Source: an optimization exercise on an open RTL-to-GDS flow (aim: small area). Production flows keep margins and buffers that such runs may drop. The RTL was checked by simulation tests, not by an equivalence proof against the original design. No activity file was given, so power comes from the tool's default toggle rates.

==> tundra: inputs <==
## cpu
module cpu(
    input clk,
    input rst_n,
    output hlt,
    output [15:0] pc,
    input [15:0] imem_data,
    output [15:0] dmem_addr,
    output [15:0] dmem_wdata,
    output dmem_we,
    output dmem_re,
    input [15:0] dmem_rdata
);
export LEC_CHECK = 0
export CAP_MARGIN = 20
export CORE_MARGIN = 2
export CORE_UTILIZATION = 60
export SLEW_MARGIN = 20
export SYNTH_HIERARCHICAL = 1
create_clock -name core_clock -period 9.0 [get_ports {clk}]
standard.sh (not shown) runs the stock make flow with config.mk's settings and CLKGATE_MAP_FILE= SYNTH_SCRIPT=/design/flow/synth_recipe.tcl, a recipe that flattens the netlist after the stock synthesis.
==> flow/flow/run.sh <==
#!/bin/bash
# Layout flow: the standard ORFS flow (standard.sh) in two parts.
#  1. standard synthesis, unchanged;
#  2. every combinational cell that synthesis sized above drive strength 1
#     is set back to drive strength 1 (flow/downsize.tcl); placement and
#     timing repair size cells up again where the layout needs it;
#  3. the rest of the standard flow, with
#     - the port buffers made of the smallest buffer cell,
#     - timing-driven global placement that keeps none of its trial
#       buffering (GPL_KEEP_OVERFLOW 0); the resizer step after placement
#       repairs what needs it,
#     - the clock tree built with larger sink clusters and no dummy loads.
# Each tool's output goes to a log file of its own in this folder (and ORFS
# keeps its per-step logs under orfs/logs).
set -euo pipefail
export BUFFER_PORTS_ARGS="-buffer_cell sky130_fd_sc_hd__buf_1"
export GPL_KEEP_OVERFLOW=0
export CTS_ARGS="-sink_clustering_enable -repair_clock_nets -sink_clustering_size 25 -sink_clustering_max_diameter 100 -dont_use_dummy_load"
bash standard.sh synth > synth_make.log 2>&1
RESULTS_DIR="$PWD/orfs/results/$FLOW_PLATFORM/cpu/base" \
    openroad -no_init -exit flow/downsize.tcl > downsize.log 2>&1
bash standard.sh > layout_make.log 2>&1
==> flow/flow/downsize.tcl <==
# Set every combinational cell that synthesis gave a drive strength above 1
# back to drive strength 1; placement and timing repair size up where needed.
read_db $::env(RESULTS_DIR)/1_synth.odb
set db [ord::get_db]
set block [[$db getChip] getBlock]
set n 0
foreach inst [$block getInsts] {
  set name [[$inst getMaster] getName]
  if {![regexp {^(sky130_fd_sc_hd__[a-z0-9]+)_([0-9]+)$} $name -> base drive]} { continue }
  if {$drive == 1} { continue }
  if {[regexp {__(df|edf|sdf|dl|sdl|conb|clk|tap|fill|decap|diode|lpflow)} $base]} { continue }
  set m [$db findMaster ${base}_1]
  if {$m == "NULL"} { continue }
  $inst swapMaster $m
  incr n
}
puts "downsize: $n instances set to drive strength 1"
write_db $::env(RESULTS_DIR)/1_synth.odb
==> raven: changes against tundra <==
--- a/flow/design.v
+++ b/flow/design.v
@@ -64,29 +64,32 @@
     eq4 u_e2m(.a(rr2_d), .b(xm_wr), .y(e2m));
     eq4 u_e1w(.a(rr1_d), .b(mw_wr), .y(e1w));
     eq4 u_e2w(.a(rr2_d), .b(mw_wr), .y(e2w));
     wire byp1 = mw_rw & e1w;
     wire byp2;                                  
     g_and2 u_byp2(.a(mw_rw), .b(e2w), .y(byp2));
     wire [16:0] s1, s2;
     rdsel u_s1(.rr(rr1_d), .byp(byp1), .pcs(d_pcs), .sel(s1));
-    rdsel2 u_s2(.rr(rr2_d), .byp(byp2), .sel(s2[15:0]));
-    assign s2[16] = 1'b0;
+    rdsel2 u_s2(.rr(rr2_d), .byp(byp2), .lb(d_lb), .sel(s2));
     wire [15:0] rd1, rd2;              
     generate
         for (g = 0; g < 16; g = g + 1) begin : B
             wire [16:0] col;
             genvar h;
             for (h = 0; h < 16; h = h + 1) begin : C
                 assign col[h] = rf_q[h][g];
             end
             assign col[16] = pc_q[g];
             ao17 u_r1(.s(s1), .d(col), .y(rd1[g]));
-            ao16 u_r2(.s(s2[15:0]), .d(col[15:0]), .y(rd2[g]));
+            if (g < 8) begin : LB
+                ao17 u_r2(.s(s2), .d({fd_i[g], col[15:0]}), .y(rd2[g]));
+            end else begin : NL
+                ao16 u_r2(.s(s2[15:0]), .d(col[15:0]), .y(rd2[g]));
+            end
         end
     endgenerate
     wire f_n, f_z, f_v;
     flagcalc u_fl(.a(rd1), .b(rd2), .sub(op_d[0]), .n(f_n), .z(f_z), .v(f_v));
     wire f_as = ~op_d[3] & ~op_d[2] & ~op_d[1];             
     wire f_en = ~op_d[3] & ~(op_d[1] & op_d[0]);
     reg taken;
     always @* begin
@@ -100,17 +103,17 @@
             3'b110: taken = fl_v;
             default: taken = 1'b1;
         endcase
     end
     wire flush;                                              
     g_and2 u_fl2(.a(taken), .b(op_d[3] & op_d[2] & ~op_d[1]), .y(flush));
     wire stall = x_lw & x_nz & (e1x | (e2x & ~d_sw));
     wire [15:0] alu_x;
-    alu u_alu(.op(op_x), .imm(dx_i[7:0]), .dx_a(dx_a), .dx_b(dx_b),
+    alu u_alu(.op(op_x), .imm(dx_i[3:0]), .dx_a(dx_a), .dx_b(dx_b),
               .m_val(xm_alu), .w_val(mw_wd),
               .fam(dx_fam), .faw(dx_faw), .fbm(dx_fbm), .fbw(dx_fbw),
               .y(alu_x));
     wire fdx = x_sw & e1x;
     wire fdm = xm_rw & e1m;
     wire go  = rst_n & ~stall;
     wire halt_f = &imem_data[15:12];
     wire gf = go & flush;
@@ -127,27 +130,28 @@
         for (g = 0; g < 16; g = g + 1) begin : P
             ao5 u_p(.s({sel_pc, sel_ad, sel_r, sel_m, sel_x}),
                     .d({pc_q[g], pc_add[g], rd1[g], xm_alu[g], alu_x[g]}),
                     .y(pc_nx[g]));
         end
     endgenerate
     wire sfw_eq;
     eq4 u_sfw(.a(xm_wr), .b(mw_wr), .y(sfw_eq));
-    wire sfw;                                  
+    wire sfw, nsfw;                            
     g_and2 u_sfw2(.a(sfw_eq), .b(xm_wr != 4'd0), .y(sfw));
+    g_or2  u_sfw3(.a(~sfw_eq), .b(xm_wr == 4'd0), .y(nsfw));
     wire [15:0] wd_nx, fd_nx;
     wire fd_hold, fd_take, wd_ld, wd_al;
     g_and2 u_fh(.a(rst_n), .b(stall),   .y(fd_hold));
     g_and2 u_ft(.a(go),    .b(~flush),  .y(fd_take));
     g_and2 u_wl(.a(rst_n), .b(xm_lw),   .y(wd_ld));     
     g_and2 u_wa(.a(rst_n), .b(~xm_lw),  .y(wd_al));     
     generate
         for (g = 0; g < 16; g = g + 1) begin : MX
-            g_mux2 u_sd(.a0(xm_b[g]), .a1(mw_wd[g]), .s(sfw), .y(dmem_wdata[g]));
+            g_ao22 u_sd(.a(xm_b[g]), .b(nsfw), .c(mw_wd[g]), .d(sfw), .y(dmem_wdata[g]));
             g_ao22 u_wd(.a(xm_alu[g]), .b(wd_al), .c(dmem_rdata[g]), .d(wd_ld), .y(wd_nx[g]));
             g_ao22 u_fd(.a(fd_i[g]), .b(fd_hold), .c(imem_data[g]), .d(fd_take), .y(fd_nx[g]));
         end
     endgenerate
     assign dmem_addr = xm_alu;
     assign dmem_we   = xm_sw;
     assign dmem_re   = xm_lw;
     always @(posedge clk) begin
@@ -160,18 +164,18 @@
         end
     end
     always @(posedge clk) begin
         dx_a   <= rd1;
         dx_b   <= rd2;
         dx_i   <= fd_i;
         dx_fam <= e1x & x_rw & x_nz;
         dx_faw <= e1m & m_fw;
-        dx_fbm <= e2x & x_rw & x_nz;
-        dx_fbw <= e2m & m_fw;
+        dx_fbm <= e2x & x_rw & x_nz & ~d_lb;
+        dx_fbw <= e2m & m_fw & ~d_lb;
         xm_alu <= alu_x;
         xm_b   <= dx_b;
         mw_wd  <= wd_nx;
     end
     always @(posedge clk) begin
         dx_bub <= rst;
         xm_wr  <= dx_bub ? 4'd0 : wr_x;
         mw_wr  <= xm_wr;
@@ -212,30 +216,31 @@
         end
         for (g = 1; g < 16; g = g + 1) begin : S
             g_and2 u(.a(hi[g/4]), .b(lo[g%4]), .y(sel[g]));
         end
     endgenerate
     g_and2 u0(.a(byp), .b(~pcs), .y(sel[0]));
     assign sel[16] = pcs;
 endmodule
-module rdsel2(input [3:0] rr, input byp, output [15:0] sel);
-    wire en = ~byp;
+module rdsel2(input [3:0] rr, input byp, input lb, output [16:0] sel);
+    wire en = ~byp & ~lb;
     wire [3:0] hi, lo;
     genvar g;
     generate
         for (g = 0; g < 4; g = g + 1) begin : D
             assign hi[g] = en & (rr[3:2] == g);
             assign lo[g] = (rr[1:0] == g);
         end
         for (g = 1; g < 16; g = g + 1) begin : S
             g_and2 u(.a(hi[g/4]), .b(lo[g%4]), .y(sel[g]));
         end
     endgenerate
-    assign sel[0] = byp;
+    g_and2 u0(.a(byp), .b(~lb), .y(sel[0]));
+    assign sel[16] = lb;
 endmodule
 module ao17(input [16:0] s, input [16:0] d, output y);
     wire [5:0] n;
     g_aoi222 u0(.a(s[0]),  .b(d[0]),  .c(s[1]),  .d(d[1]),  .e(s[2]),  .f(d[2]),  .y(n[0]));
     g_aoi222 u1(.a(s[3]),  .b(d[3]),  .c(s[4]),  .d(d[4]),  .e(s[5]),  .f(d[5]),  .y(n[1]));
     g_aoi222 u2(.a(s[6]),  .b(d[6]),  .c(s[7]),  .d(d[7]),  .e(s[8]),  .f(d[8]),  .y(n[2]));
     g_aoi222 u3(.a(s[9]),  .b(d[9]),  .c(s[10]), .d(d[10]), .e(s[11]), .f(d[11]), .y(n[3]));
     g_aoi222 u4(.a(s[12]), .b(d[12]), .c(s[13]), .d(d[13]), .e(s[14]), .f(d[14]), .y(n[4]));
@@ -359,44 +364,47 @@
         for (g = 2; g < 16; g = g + 1) begin : F
             g_fa u(.a(pc[g]), .b(ad[g]), .c(c[g]), .s(y[g]), .co(c[g+1]));
         end
     endgenerate
     assign y[0] = pc[0];
 endmodule
 module alu(
     input  [3:0]  op,
-    input  [7:0]  imm,             
+    input  [3:0]  imm,             
     input  [15:0] dx_a, dx_b, m_val, w_val,
     input         fam, faw, fbm, fbw,
     output [15:0] y
 );
     wire x_lb  = op[3] & ~op[2] & op[1];
     wire x_mem = op[3] & ~op[2] & ~op[1];
-    wire isrc  = (~op[3] & op[2] & ~(op[1] & op[0])) | (op[3] & ~(op[2] & op[1]));
+    wire isrc  = x_mem;
     wire sub;
     g_and2 u_sub(.a(~op[3] & ~op[2] & ~op[1]), .b(op[0]), .y(sub));
     wire nib   = ~op[3] & op[1] & op[0];                     
     wire sa_m = fam;
     wire sa_w, sa_r;
     g_and2 u_saw(.a(~fam), .b(faw),  .y(sa_w));
     g_and2 u_sar(.a(~fam), .b(~faw), .y(sa_r));
     wire sb_m, sb_w, sb_r;
     g_and2 u_sbm(.a(~isrc), .b(fbm), .y(sb_m));
     g_and2 u_sbw(.a(~isrc & ~fbm), .b(fbw),  .y(sb_w));
     g_and2 u_sbr(.a(~isrc & ~fbm), .b(~fbw), .y(sb_r));
-    wire [15:0] ib = x_lb  ? {8'h00, imm} :
-                     x_mem ? {{11{imm[3]}}, imm[3:0], 1'b0} : {12'h000, imm[3:0]};
+    wire [15:0] ib = {{11{imm[3]}}, imm[3:0], 1'b0};
     wire [15:0] nibs = ~(ib & {16{isrc}});
     wire [15:0] a, aa, b, p;
     genvar g;
     generate
         for (g = 0; g < 16; g = g + 1) begin : BIT
             ao3 u_a(.s({sa_r, sa_w, sa_m}), .d({dx_a[g], w_val[g], m_val[g]}), .y(a[g]));
-            opb u_b(.s({sb_r, sb_w, sb_m}), .d({dx_b[g], w_val[g], m_val[g]}), .ni(nibs[g]), .inv(sub), .y(b[g]));
+            if (g == 0) begin : B0           
+                opb0 u_b(.s({sb_r, sb_w, sb_m}), .d({dx_b[g], w_val[g], m_val[g]}), .inv(sub), .y(b[g]));
+            end else begin : BN
+                opb u_b(.s({sb_r, sb_w, sb_m}), .d({dx_b[g], w_val[g], m_val[g]}), .ni(nibs[g]), .inv(sub), .y(b[g]));
+            end
             g_xor2 u_p(.a(aa[g]), .b(b[g]), .y(p[g]));
         end
     endgenerate
     assign aa = {a[15:1], a[0] & ~op[3]};              
     wire [15:0] bs, s;
     wire [3:0]  nco;
     nadd16 u_add(.a(aa), .b(b), .cin(sub), .kill(nib), .bs(bs), .nco(nco), .s(s));
     wire [4:0] x0 = {p[3]  ^ nco[0], bs[3:0]};
@@ -467,34 +475,39 @@
     g_nand3  u2(.a(n0), .b(n1), .c(nk), .y(y));
 endmodule
 module rbit5(input s, gs, p, sx, rot, kk, a, sa, b, sb, nk, output y);
     wire n0, n1;
     g_aoi222 u0(.a(s), .b(gs), .c(p), .d(sx), .e(rot), .f(kk), .y(n0));
     g_aoi22  u1(.a(a), .b(sa), .c(b), .d(sb), .y(n1));
     g_nand3  u2(.a(n0), .b(n1), .c(nk), .y(y));
 endmodule
+module opb0(input [2:0] s, input [2:0] d, input inv, output y);
+    wire n;
+    g_aoi222 u0(.a(s[0]), .b(d[0]), .c(s[1]), .d(d[1]), .e(s[2]), .f(d[2]), .y(n));
+    g_xnor2  u2(.a(n), .b(inv), .y(y));
+endmodule
 module sadd5(input [4:0] a, input [4:0] b, output [5:0] y);
     wire [5:0] c;
     g_ha u0(.a(a[0]), .b(b[0]), .s(y[0]), .co(c[1]));
     g_fa u1(.a(a[1]), .b(b[1]), .c(c[1]), .s(y[1]), .co(c[2]));
     g_fa u2(.a(a[2]), .b(b[2]), .c(c[2]), .s(y[2]), .co(c[3]));
     g_fa u3(.a(a[3]), .b(b[3]), .c(c[3]), .s(y[3]), .co(c[4]));
     g_fa u4(.a(a[4]), .b(b[4]), .c(c[4]), .s(y[4]), .co(c[5]));
-    assign y[5] = a[4] ^ b[4] ^ c[5];
+    g_fa u5(.a(a[4]), .b(b[4]), .c(c[5]), .s(y[5]), .co());
 endmodule
 module sadd6(input [5:0] a, input [5:0] b, output [6:0] y);
     wire [6:0] c;
     g_ha u0(.a(a[0]), .b(b[0]), .s(y[0]), .co(c[1]));
     g_fa u1(.a(a[1]), .b(b[1]), .c(c[1]), .s(y[1]), .co(c[2]));
     g_fa u2(.a(a[2]), .b(b[2]), .c(c[2]), .s(y[2]), .co(c[3]));
     g_fa u3(.a(a[3]), .b(b[3]), .c(c[3]), .s(y[3]), .co(c[4]));
     g_fa u4(.a(a[4]), .b(b[4]), .c(c[4]), .s(y[4]), .co(c[5]));
     g_fa u5(.a(a[5]), .b(b[5]), .c(c[5]), .s(y[5]), .co(c[6]));
-    assign y[6] = a[5] ^ b[5] ^ c[6];
+    g_fa u6(.a(a[5]), .b(b[5]), .c(c[6]), .s(y[6]), .co());
 endmodule
 module rotr(input [15:0] a, input [3:0] n, output [15:0] y);
     wire [15:0] r1, r2, r4, r8;
     genvar g;
     generate
         for (g = 0; g < 16; g = g + 1) begin : M
             g_mux2i m1(.a0(a[g]),  .a1(a[(g+1)%16]),  .s(n[0]), .y(r1[g]));
             g_mux2i m2(.a0(r1[g]), .a1(r1[(g+2)%16]), .s(n[1]), .y(r2[g]));
@@ -597,8 +610,11 @@
 endmodule
 module g_ha(input a, b, output s, co);
     assign s  = a ^ b;
     assign co = a & b;
 endmodule
 module g_or2(input a, b, output y);
     assign y = a | b;
 endmodule
+module g_xnor2(input a, b, output y);
+    assign y = ~(a ^ b);
+endmodule
==> notes.md <==
|  | tundra | raven |
|---|---|---|
| Multi-input comb cells | 1019 | 1009 |
| Vias post-DR | 15300 | 15200 |
| Met2 Wirelength | 30.2 mm | 29.7 mm |
| Proportion of cell area occupied by registers | 0.501 | 0.501 |
| Overall Global Routing Usage | 0.382 | 0.375 |
| Final setup margin | 0.500 ns | 0.736 ns |
| Maximum clock frequency | 118 MHz | 121 MHz |
| Global placement routability congestion | 1.14 | 1.01 |
| Initial antenna violation count | 1 | 2 |
| Syn avg cell area | 13.1 um2 | 13.1 um2 |
| Internal Dissipation | 3.52 mW | 3.48 mW |
| Non-clk invs | 32 | 35 |
| Clock sink count | 390 | 386 |
| Sequential group power | 2.66 mW | 2.64 mW |
| Status | no timing/DRC/antenna violations | no timing/DRC/antenna violations |
| Via count of the first global-routing pass | 14100 | 14600 |
| Number of clock buffers in the layout | 20 | 19 |

-- static timing again, ports no longer ideal --
No port has a modelled driver above. Below, the same layouts with a new extraction and two added sets of constraints. Step 1 sets driving cells, clkbuf_16 on the clock port and buf_2 on the other inputs (assumed; they add their load-dependent delay and slew). Step 2 moves the port delays by t, midway between the first and last clock arrival at a register: inputs arrive t later, outputs are due t later. That takes back most of the time a late clock gives input paths. a / b / c = no drivers / after step 1 / after step 2; a / b = the first two.
| run | t, ns | slack for setup (ns) | worst hold slack (ns) | pins driven straight from the clock port |
|---|---|---|---|---|
| tundra | 0.570 | 0.500 / 0.500 / 0.500 | 0.372 / 0.372 / 0.372 | 1 |
| raven | 0.587 | 0.736 / 0.736 / 0.736 | 0.378 / 0.378 / 0.378 | 1 |
After both steps every run listed still meets setup and hold.
